From an optimization exercise on the open Yosys and OpenROAD flow, aimed at a short achievable clock period and few clock cycles; shortcuts taken in it are not production practice.
At most, simulation tests tie the RTL to the original design; equivalence was not proved.

==> flow/design.v <==
module w450(mem_wr_data, mem_wr_addr, mem_wr_en, mem_rd_data1, mem_rd_addr1,
	mem_rd_data2, mem_rd_addr2, reset, clk);
	output [7:0] mem_wr_data;
	output [7:0] mem_wr_addr;
	output mem_wr_en;
	input [7:0] mem_rd_data1;
	output [7:0] mem_rd_addr1;
	input [7:0] mem_rd_data2;
	output [7:0] mem_rd_addr2;
	input reset;
	input clk;
	localparam DW = 4 + 4 + 4 + 4 + 4 + 5;
	function [DW-1:0] dec;
		input [7:0] b;
		input fw;
		reg [2:0] op; reg [1:0] fa, fb; reg d;
		reg immop, isbr, fb0, memwr, rwe, late, add, sub, mov;
		reg [3:0] sa, sb, we, xs;
		reg [1:0] rdst;
		reg [4:0] rt;
		begin
			op = b[7:5]; fa = b[4:3]; fb = b[2:1]; d = b[0];
			immop = op[0] | (op[2] & op[1]);
			isbr = op[2] & op[1];
			fb0 = (fb == 2'd0);
			memwr = ~immop & ~d & fb0;
			rwe = ~isbr & ~memwr;
			rdst = (immop | d) ? fa : fb;
			sa = 4'b0001 << fa;
			sb = 4'b0001 << fb;
			we = rwe ? (4'b0001 << rdst) : 4'b0000;
			add = (op[2:1] == 2'b00);
			sub = (op[2:1] == 2'b01);
			mov = op[2];
			late = ~immop & fb0;                  
			xs[0] = immop;
			xs[1] = late & ~fw;
			xs[2] = late & fw;
			xs[3] = ~immop & ~fb0;
			rt[0] = add;
			rt[1] = sub & ~immop & ~d;
			rt[2] = sub & (immop | d);
			rt[3] = mov & (immop | d);
			rt[4] = mov & ~immop & ~d;
			dec = {immop, isbr, op[0], memwr, we, sa, sb, xs, rt};
		end
	endfunction
	reg        c_immop, c_isbr, c_blt, c_memwr;
	reg        c_nimm;          
	reg [3:0]  c_we;
	reg [3:0]  c_xs;
	reg [4:0]  c_rt;
	reg [4:0]  c_s0, c_s1, c_s2, c_s3;   
	reg [7:0] a1;               
	reg [7:0] a1n;              
	reg [7:0] pc2, pc3, pc4;    
	reg [7:0] a2;               
	reg       v;                
	reg [7:0] r0, r1, r2, r3;
	reg [7:0] ra_q, rb_q;       
	reg       wen;
	reg [7:0] waddr, wdata;
	reg [7:0] wdn;              
	assign mem_wr_en = wen;
	assign mem_wr_addr = waddr;
	assign mem_wr_data = wdata;
	assign mem_rd_addr1 = a1;
	assign mem_rd_addr2 = a2;
	localparam BI = 4;
	localparam BN = 1 << BI;
	reg [BN-1:0] bt_v;
	reg [7-BI:0] bt_tag [0:BN-1];
	reg [7:0]    bt_op  [0:BN-1];
	reg          fill;          
	reg [7:0]    bpc;           
	reg          bhit;          
	reg [7:0]    btop;          
	wire [7:0] d1 = mem_rd_data1;
	wire [7:0] d2 = mem_rd_data2;
	wire [7:0] ra = ra_q;
	wire [7:0] rb = rb_q;
	wire [7:0] wd = ~wdn;
	wire [7:0] a1i = ~a1n;
	wire [7:0] x = ({8{c_xs[0]}} & d1) | ({8{c_xs[1]}} & d2) |
	               ({8{c_xs[2]}} & wd) | ({8{c_xs[3]}} & rb);
	function [15:0] gp;
		input [3:0] s;
		input [7:0] a0, a1, a2, a3, y;
		input xi, yi;
		reg [7:0] yy, g, p;
		begin
			yy = yi ? ~y : y;
			if (xi) begin
				g = (({8{s[0]}} & ~a0) & yy) | (({8{s[1]}} & ~a1) & yy) |
				    (({8{s[2]}} & ~a2) & yy) | (({8{s[3]}} & ~a3) & yy);
				p = ({8{s[0]}} & ~(a0 ^ yy)) | ({8{s[1]}} & ~(a1 ^ yy)) |
				    ({8{s[2]}} & ~(a2 ^ yy)) | ({8{s[3]}} & ~(a3 ^ yy));
			end else begin
				g = (({8{s[0]}} & a0) & yy) | (({8{s[1]}} & a1) & yy) |
				    (({8{s[2]}} & a2) & yy) | (({8{s[3]}} & a3) & yy);
				p = ({8{s[0]}} & (a0 ^ yy)) | ({8{s[1]}} & (a1 ^ yy)) |
				    ({8{s[2]}} & (a2 ^ yy)) | ({8{s[3]}} & (a3 ^ yy));
			end
			gp = {g, p};
		end
	endfunction
	function [15:0] pfx;
		input [15:0] gpi;
		reg [7:0] gg, pp, g2, p2;
		integer i, k;
		begin
			gg = gpi[15:8]; pp = gpi[7:0];
			for (k = 1; k < 8; k = k * 2) begin
				g2 = gg; p2 = pp;
				for (i = k; i < 8; i = i + 1) begin
					g2[i] = gg[i] | (pp[i] & gg[i-k]);
					p2[i] = pp[i] & pp[i-k];
				end
				gg = g2; pp = p2;
			end
			pfx = {gg, pp};
		end
	endfunction
	wire [15:0] gpa = gp(c_xs, d1, d2, wd, rb, ra, 1'b0, 1'b0);
	wire [15:0] pxa = pfx(gpa);
	wire [7:0] sa_ = gpa[7:0] ^ {pxa[14:8], 1'b0};
	wire [15:0] gpb = gp(c_xs, d1, d2, wd, rb, ra, 1'b0, 1'b1);
	wire [15:0] pxb = pfx(gpb);
	wire [7:0] sb_ = gpb[7:0] ^ {pxb[14:8] | pxb[6:0], 1'b1};
	wire [7:0] sc_ = ~(gpb[7:0] ^ {pxb[14:8], 1'b0});
	function [7:0] pick;
		input [4:0] s;
		input [7:0] h;
		input [7:0] ta, tb, tc, tx, tr;
		pick = ((({8{s[0]}} & ta) | ({8{s[1]}} & tb)) | ({8{s[2]}} & tc)) |
		       ((({8{s[3]}} & tx) | ({8{s[4]}} & tr)) | h);
	endfunction
	wire [7:0] res = pick(c_rt, 8'h00, sa_, sb_, sc_, x, ra);
	wire [3:0] wv = c_we;
	wire [7:0] r0_n = pick(c_s0, {8{~wv[0]}} & r0, sa_, sb_, sc_, x, ra);
	wire [7:0] r1_n = pick(c_s1, {8{~wv[1]}} & r1, sa_, sb_, sc_, x, ra);
	wire [7:0] r2_n = pick(c_s2, {8{~wv[2]}} & r2, sa_, sb_, sc_, x, ra);
	wire [7:0] r3_n = pick(c_s3, {8{~wv[3]}} & r3, sa_, sb_, sc_, x, ra);
	function [1:0] cmp;
		input [7:0] a, b;
		reg [7:0] g, e;
		reg [3:0] g1, e1;
		reg [1:0] g2, e2;
		integer i;
		begin
			g = ~a & b;
			e = ~(a ^ b);
			for (i = 0; i < 4; i = i + 1) begin
				g1[i] = g[2*i+1] | (e[2*i+1] & g[2*i]);
				e1[i] = e[2*i+1] & e[2*i];
			end
			for (i = 0; i < 2; i = i + 1) begin
				g2[i] = g1[2*i+1] | (e1[2*i+1] & g1[2*i]);
				e2[i] = e1[2*i+1] & e1[2*i];
			end
			cmp = {g2[1] | (e2[1] & g2[0]), e2[1] & e2[0]};
		end
	endfunction
	wire [1:0] lteq = cmp(ra, rb);
	wire cond = c_blt ? lteq[1] : lteq[0];
	wire taken = c_isbr & cond;
	wire pt = c_isbr & bhit;                    
	function [7:0] ksa;
		input [7:0] x, y;
		reg [7:0] g, p, gg, pp, g2, p2;
		integer i, k;
		begin
			g = x & y; p = x ^ y;
			gg = g; pp = p;
			for (k = 1; k < 8; k = k * 2) begin
				g2 = gg; p2 = pp;
				for (i = k; i < 8; i = i + 1) begin
					g2[i] = gg[i] | (pp[i] & gg[i-k]);
					p2[i] = pp[i] & pp[i-k];
				end
				gg = g2; pp = p2;
			end
			ksa = p ^ {gg[6:0], 1'b0};
		end
	endfunction
	wire [7:0] pc5 = pc4 + 8'd1;
	wire [7:0] pc6 = pc4 + 8'd2;
	wire [7:0] tgt  = ksa(pc2, d1);
	wire [7:0] tgt1 = ksa(pc3, d1);
	wire [7:0] tgt2 = ksa(pc4, d1);
	wire       seq1 = ~v | c_nimm;                
	wire [7:0] nbs = seq1 ? d1 : d2;
	wire       wen_n = c_memwr;
	wire [DW-1:0] dn = pt ? dec(btop, 1'b0) : dec(nbs, wen_n);
	wire       n_immop = dn[DW-1];
	wire [3:0] n_we = dn[DW-5:DW-8];
	wire [3:0] n_sa = dn[DW-9:DW-12];
	wire [3:0] n_sb = dn[DW-13:DW-16];
	wire [3:0] n_xs = dn[8:5];
	wire [4:0] n_rt = dn[4:0];
	wire       v_n = ~c_isbr | (cond == bhit);
	wire [3:0] fa_w = n_sa & wv;
	wire [3:0] fb_w = n_sb & wv;
	wire       fwa = |fa_w;
	wire       fwb = |fb_w;
	wire [7:0] ra_n = pick(c_rt & {5{fwa}},
		({8{n_sa[0] & ~fwa}} & r0) | ({8{n_sa[1] & ~fwa}} & r1) |
		({8{n_sa[2] & ~fwa}} & r2) | ({8{n_sa[3] & ~fwa}} & r3),
		sa_, sb_, sc_, x, ra);
	wire [7:0] rb_n = pick(c_rt & {5{fwb}},
		({8{n_sb[0] & ~fwb}} & r0) | ({8{n_sb[1] & ~fwb}} & r1) |
		({8{n_sb[2] & ~fwb}} & r2) | ({8{n_sb[3] & ~fwb}} & r3),
		sa_, sb_, sc_, x, ra);
	wire [7:0] tgt3 = ksa(pc5, d1);
	wire [7:0] tgt4 = ksa(pc6, d1);
	wire [7:0] pc2_n = !v ? a1i + 8'd2 : pt ? tgt2 : c_nimm ? pc3 : pc4;
	wire [7:0] pc3_n = !v ? a1i + 8'd3 : pt ? tgt3 : c_nimm ? pc4 : pc5;
	wire [7:0] pc4_n = !v ? a1i + 8'd4 : pt ? tgt4 : c_nimm ? pc5 : pc6;
	wire [7:0] a2_n = pick(c_s0 & {5{~n_immop}},
		({8{n_immop}} & pc2_n) | ({8{~n_immop & ~wv[0]}} & r0),
		sa_, sb_, sc_, x, ra);
	wire [7:0] a1_t = bhit ? tgt1 : tgt;
	wire [7:0] a1_s = !v ? a1i + 8'd1 : pt ? pc2 :
	                  c_nimm ? pc2 : pc3;
	wire [7:0] a1_n = taken ? a1_t : a1_s;
	function lk;
		input [7:0] p;
		input [BN-1:0] bv;
		input [(8-BI)*BN-1:0] bt;
		lk = bv[p[BI-1:0]] & (bt[(8-BI)*p[BI-1:0] +: 8-BI] == p[7:BI]);
	endfunction
	wire [(8-BI)*BN-1:0] btt;
	wire [8*BN-1:0] bto;
	genvar gk;
	generate
		for (gk = 0; gk < BN; gk = gk + 1) begin : g_bt
			assign btt[(8-BI)*gk +: 8-BI] = bt_tag[gk];
			assign bto[8*gk +: 8] = bt_op[gk];
		end
	endgenerate
	wire lhit = (!v | c_nimm) ? lk(a1i, bt_v, btt) : lk(pc2, bt_v, btt);
	wire [7:0] lop = (!v | c_nimm) ? bto[8*a1i[BI-1:0] +: 8] :
	                 bto[8*pc2[BI-1:0] +: 8];
	always @(posedge clk or posedge reset) begin
		if (reset) begin
			a1 <= 8'h00;
			a1n <= 8'hff;
			v <= 1'b0;
			wen <= 1'b0;
			fill <= 1'b0;
			bhit <= 1'b0;
			bt_v <= {BN{1'b0}};
			c_isbr <= 1'b0;
			c_memwr <= 1'b0;
			c_we <= 4'b0;
			c_s0 <= 5'b0; c_s1 <= 5'b0; c_s2 <= 5'b0; c_s3 <= 5'b0;
		end else begin
			c_isbr <= dn[DW-2] & v_n;
			c_memwr <= dn[DW-4] & v_n;
			c_we <= n_we & {4{v_n}};
			c_s0 <= n_rt & {5{n_we[0] & v_n}};
			c_s1 <= n_rt & {5{n_we[1] & v_n}};
			c_s2 <= n_rt & {5{n_we[2] & v_n}};
			c_s3 <= n_rt & {5{n_we[3] & v_n}};
			v <= v_n;
			wen <= wen_n;
			a1 <= a1_n;
			a1n <= ~a1_n;
			bhit <= lhit & ~pt;
			fill <= taken & ~bhit;
			if (!v & fill) bt_v[bpc[BI-1:0]] <= 1'b1;
		end
	end
	always @(posedge clk) begin
		c_immop <= n_immop;
		c_nimm <= ~n_immop;
		c_blt <= dn[DW-3];
		c_rt <= n_rt;
		c_xs <= n_xs;
		ra_q <= ra_n;
		rb_q <= rb_n;
		pc2 <= pc2_n;
		pc3 <= pc3_n;
		pc4 <= pc4_n;
		a2 <= a2_n;
		btop <= lop;
		if (v & c_isbr) bpc <= pc2 - 8'd2;
		if (!v & fill) begin
			bt_tag[bpc[BI-1:0]] <= bpc[7:BI];
			bt_op[bpc[BI-1:0]] <= d1;
		end
		waddr <= r0;
		wdata <= res;
		wdn <= ~res;
		r0 <= r0_n;
		r1 <= r1_n;
		r2 <= r2_n;
		r3 <= r3_n;
	end
endmodule
export LEC_CHECK = 0
export ABC_AREA = 1
export CAP_MARGIN = 20
export CORE_MARGIN = 2
export CORE_UTILIZATION = 40
export PLACE_DENSITY = 0.6
export SETUP_SLACK_MARGIN = 2.5
export SLEW_MARGIN = 20
create_clock -name core_clock -period 4.5 [get_ports {clk}]
run.sh (not shown) runs the stock make flow with config.mk's settings and CLKGATE_MAP_FILE= SYNTH_SCRIPT=/design/flow/synth_recipe.tcl, a recipe that flattens the netlist after the stock synthesis.
The first run finished clean.
Testbench counts at the start, summed over its fixed seeds: cycles 21,021.
Edit:
--- a/flow/design.v
+++ b/flow/design.v
@@ -111,11 +111,11 @@
 		begin
 			gg = gpi[15:8]; pp = gpi[7:0];
 			for (k = 1; k < 8; k = k * 2) begin
 				g2 = gg; p2 = pp;
 				for (i = k; i < 8; i = i + 1) begin
-					g2[i] = gg[i] | (pp[i] & gg[i-k]);
+					g2[i] = pp[i] ? gg[i-k] : gg[i];
 					p2[i] = pp[i] & pp[i-k];
 				end
 				gg = g2; pp = p2;
 			end
 			pfx = {gg, pp};
@@ -141,26 +141,26 @@
 	wire [7:0] r1_n = pick(c_s1, {8{~wv[1]}} & r1, sa_, sb_, sc_, x, ra);
 	wire [7:0] r2_n = pick(c_s2, {8{~wv[2]}} & r2, sa_, sb_, sc_, x, ra);
 	wire [7:0] r3_n = pick(c_s3, {8{~wv[3]}} & r3, sa_, sb_, sc_, x, ra);
 	function [1:0] cmp;
 		input [7:0] a, b;
-		reg [7:0] g, e;
-		reg [3:0] g1, e1;
-		reg [1:0] g2, e2;
+		reg [7:0] d, l;
+		reg [3:0] d1_, l1;
+		reg [1:0] d2_, l2;
 		integer i;
 		begin
-			g = ~a & b;
-			e = ~(a ^ b);
+			d = a ^ b; l = b;
 			for (i = 0; i < 4; i = i + 1) begin
-				g1[i] = g[2*i+1] | (e[2*i+1] & g[2*i]);
-				e1[i] = e[2*i+1] & e[2*i];
+				l1[i] = d[2*i+1] ? l[2*i+1] : l[2*i];
+				d1_[i] = d[2*i+1] | d[2*i];
 			end
 			for (i = 0; i < 2; i = i + 1) begin
-				g2[i] = g1[2*i+1] | (e1[2*i+1] & g1[2*i]);
-				e2[i] = e1[2*i+1] & e1[2*i];
+				l2[i] = d1_[2*i+1] ? l1[2*i+1] : l1[2*i];
+				d2_[i] = d1_[2*i+1] | d1_[2*i];
 			end
-			cmp = {g2[1] | (e2[1] & g2[0]), e2[1] & e2[0]};
+			cmp = {(d2_[1] ? l2[1] : l2[0]) & (d2_[1] | d2_[0]),
+			       ~(d2_[1] | d2_[0])};
 		end
 	endfunction
 	wire [1:0] lteq = cmp(ra, rb);
 	wire cond = c_blt ? lteq[1] : lteq[0];
 	wire taken = c_isbr & cond;
@@ -173,11 +173,11 @@
 			g = x & y; p = x ^ y;
 			gg = g; pp = p;
 			for (k = 1; k < 8; k = k * 2) begin
 				g2 = gg; p2 = pp;
 				for (i = k; i < 8; i = i + 1) begin
-					g2[i] = gg[i] | (pp[i] & gg[i-k]);
+					g2[i] = pp[i] ? gg[i-k] : gg[i];
 					p2[i] = pp[i] & pp[i-k];
 				end
 				gg = g2; pp = p2;
 			end
 			ksa = p ^ {gg[6:0], 1'b0};
Area after synthesis went up by 1.7%.
Cell count goes up by 8.0%.
Cell area goes up by 11%.
Global-route usage increases by 2.7 points.
Via count went up by 9.5%.
Routed wire length climbs by 12%.
Worst hold slack is worse by 0.0036 ns.
Clock-buffer cell count went up by 1.
Die area climbs by 1.6%.
For the second run of this note, only the layout was checked, not whether the RTL still works.

---

w450, a different RTL version from the one above (not shown whole).
Size in the first run: roughly 1000 cells after synthesis, ~300 flip-flops.
==> module w450, before the edit <==
module w450(mem_wr_data, mem_wr_addr, mem_wr_en, mem_rd_data1, mem_rd_addr1,
	mem_rd_data2, mem_rd_addr2, reset, clk);
	output [7:0] mem_wr_data;
	output [7:0] mem_wr_addr;
	output mem_wr_en;
	input [7:0] mem_rd_data1;
	output [7:0] mem_rd_addr1;
	input [7:0] mem_rd_data2;
	output [7:0] mem_rd_addr2;
	input reset;
	input clk;
	reg [7:0] pc, pc1, pc2;    
	reg [7:0] nb;              
	reg       v;
	reg [7:0] r0, r1, r2, r3;
	localparam BI = 4;
	localparam BN = 1 << BI;
	reg [BN-1:0] bt_v;
	reg [7-BI:0] bt_tag [0:BN-1];
	reg [7:0]    bt_op  [0:BN-1];
	reg          fill;         
	reg [7:0]    bpc;          
	wire [BI-1:0] bidx = pc[BI-1:0];
	wire bhit = bt_v[bidx] & (bt_tag[bidx] == pc[7:BI]);
	reg       wen;
	reg [7:0] waddr, wdata;
	assign mem_wr_en = wen;
	assign mem_wr_addr = waddr;
	assign mem_wr_data = wdata;
	wire [2:0] op = nb[7:5];
	wire [1:0] fa = nb[4:3];
	wire [1:0] fb = nb[2:1];
	wire       d  = nb[0];
	wire immop = op[0] | (op[2] & op[1]);
	assign mem_rd_addr1 = v ? pc1 : pc;
	assign mem_rd_addr2 = (immop | ~v) ? pc2 : r0;
	reg [7:0] ra, rb;
	always @* begin
		case (fa)
			2'd0: ra = r0; 2'd1: ra = r1; 2'd2: ra = r2; default: ra = r3;
		endcase
		case (fb)
			2'd0: rb = r0; 2'd1: rb = r1; 2'd2: rb = r2; default: rb = r3;
		endcase
	end
	wire [7:0] mval = wen ? wdata : mem_rd_data2;
	wire [7:0] imm  = mem_rd_data1;
	wire       fb0  = (fb == 2'd0);
	reg [7:0] x, y;
	always @* begin
		if (immop) begin
			x = ra; y = imm;
		end else if (d) begin
			x = ra; y = fb0 ? mval : rb;
		end else begin
			x = fb0 ? mval : rb; y = ra;
		end
	end
	reg [7:0] res;
	always @* begin
		case (op[2:1])
			2'b00: res = x + y;
			2'b01: res = x - y;
			default: res = y;
		endcase
	end
	wire isbr  = op[2] & op[1];
	wire taken = isbr & (op[0] ? (ra < rb) : (ra == rb));
	wire memwr = ~immop & ~d & fb0;
	wire rwe   = ~isbr & ~memwr;
	wire [1:0] rdst = (immop | d) ? fa : fb;
	always @(posedge clk or posedge reset) begin
		if (reset) begin
			pc <= 8'h00; pc1 <= 8'h01; pc2 <= 8'h02;
			v <= 1'b0;
			wen <= 1'b0;
			nb <= 8'h00;
			fill <= 1'b0;
			bt_v <= {BN{1'b0}};
		end else if (!v) begin
			nb <= mem_rd_data1;
			v <= 1'b1;
			pc1 <= pc + 8'd1;
			pc2 <= pc + 8'd2;
			wen <= 1'b0;
			fill <= 1'b0;
			if (fill) bt_v[bpc[BI-1:0]] <= 1'b1;
		end else begin
			wen <= memwr;
			if (taken) begin
				pc <= pc2 + imm;
				pc1 <= pc + 8'd3 + imm;
				pc2 <= pc + 8'd4 + imm;
				v <= bhit;
				nb <= bt_op[bidx];
				fill <= ~bhit;
			end else if (immop) begin
				pc <= pc2;
				pc1 <= pc + 8'd3;
				pc2 <= pc + 8'd4;
				nb <= mem_rd_data2;
			end else begin
				pc <= pc1;
				pc1 <= pc2;
				pc2 <= pc + 8'd3;
				nb <= mem_rd_data1;
			end
		end
	end
	always @(posedge clk) begin
		if (v & taken) bpc <= pc;
		if (!v & fill) begin
			bt_tag[bpc[BI-1:0]] <= bpc[7:BI];
			bt_op[bpc[BI-1:0]] <= mem_rd_data1;
		end
		if (v & memwr) begin
			waddr <= r0;
			wdata <= res;
		end
		if (v & rwe) begin
			case (rdst)
				2'd0: r0 <= res;
				2'd1: r1 <= res;
				2'd2: r2 <= res;
				default: r3 <= res;
			endcase
		end
	end
endmodule
clock: 4.5 ns
lec_check: 0
abc_clock_period_in_ps: 1500
cap_margin: 20
core_margin: 2
core_utilization: 40
place_density: 0.6
setup_slack_margin: 2.5
slew_margin: 20
Edit:
--- a/flow/design.v
+++ b/flow/design.v
@@ -12,17 +12,8 @@
 	reg [7:0] pc, pc1, pc2;    
 	reg [7:0] nb;              
 	reg       v;
 	reg [7:0] r0, r1, r2, r3;
-	localparam BI = 4;
-	localparam BN = 1 << BI;
-	reg [BN-1:0] bt_v;
-	reg [7-BI:0] bt_tag [0:BN-1];
-	reg [7:0]    bt_op  [0:BN-1];
-	reg          fill;         
-	reg [7:0]    bpc;          
-	wire [BI-1:0] bidx = pc[BI-1:0];
-	wire bhit = bt_v[bidx] & (bt_tag[bidx] == pc[7:BI]);
 	reg       wen;
 	reg [7:0] waddr, wdata;
 	assign mem_wr_en = wen;
 	assign mem_wr_addr = waddr;
@@ -74,27 +65,19 @@
 			pc <= 8'h00; pc1 <= 8'h01; pc2 <= 8'h02;
 			v <= 1'b0;
 			wen <= 1'b0;
 			nb <= 8'h00;
-			fill <= 1'b0;
-			bt_v <= {BN{1'b0}};
 		end else if (!v) begin
 			nb <= mem_rd_data1;
 			v <= 1'b1;
 			pc1 <= pc + 8'd1;
 			pc2 <= pc + 8'd2;
 			wen <= 1'b0;
-			fill <= 1'b0;
-			if (fill) bt_v[bpc[BI-1:0]] <= 1'b1;
 		end else begin
 			wen <= memwr;
 			if (taken) begin
 				pc <= pc2 + imm;
-				pc1 <= pc + 8'd3 + imm;
-				pc2 <= pc + 8'd4 + imm;
-				v <= bhit;
-				nb <= bt_op[bidx];
-				fill <= ~bhit;
+				v <= 1'b0;
 			end else if (immop) begin
 				pc <= pc2;
 				pc1 <= pc + 8'd3;
 				pc2 <= pc + 8'd4;
@@ -107,13 +90,8 @@
 			end
 		end
 	end
 	always @(posedge clk) begin
-		if (v & taken) bpc <= pc;
-		if (!v & fill) begin
-			bt_tag[bpc[BI-1:0]] <= bpc[7:BI];
-			bt_op[bpc[BI-1:0]] <= mem_rd_data1;
-		end
 		if (v & memwr) begin
 			waddr <= r0;
 			wdata <= res;
 		end
The new run produced a clean layout. First-iteration DRC count came out lower by about 50%. Global-route usage came out higher by 2.1 points. Worst setup slack gets worse by 0.39 ns. Die area came out lower by about 60%. Synthesized area came out lower by about 60%. Final cell count came out lower by 50%. Worst hold slack gets better by 0.073 ns. Wire length came out lower by about 60%. Via count came out lower by 51%. Non-clock buffer count came out lower by 70. Maximum frequency came out lower by about 10%.
No run of this note included a check of the RTL's function; only the layout flow was run.

static timing again, ports no longer ideal:
Ports are ideal in the flow. The routed layouts listed here were re-timed in OpenROAD. Step 1: set_driving_cell puts a clkbuf_16 on clk and a buf_2 on each other input, an assumption about the parent block. Step 2, shift: input delay + t, output delay - t, t = (earliest + latest rising clock arrival at the registers) / 2. This alone moves slack from input paths to output paths. Three values: no drivers, after step 1, after step 2; two values: the first two.
| run | shift t [ns] | setup slack, ns | hold WS [ns] | latest minus earliest clock arrival (ns) |
|---|---|---|---|---|
| the first run of note 1 | 0.651 | 2.151 / 2.036 / 1.385 | 0.354 / 0.354 / 0.354 | 0.028 / 0.027 |
| the second run of note 1 | 0.665 | 2.109 / 2.109 / 1.497 | 0.351 / 0.351 / 0.351 | 0.026 / 0.027 |
| the first run of note 2 | 0.561 | 0.885 / 0.893 / 0.352 | 0.455 / 0.455 / 0.455 | 0.019 / 0.019 |
| the second run of note 2 | 0.393 | 0.497 / 0.502 / 0.109 | 0.527 / 0.527 / 0.527 | 0.005 / 0.004 |
After both steps setup and hold are still met in every run listed. The setup slack of the first run of note 1, which loses most, moves by -0.115 ns with the drivers and by -0.766 ns with both steps.
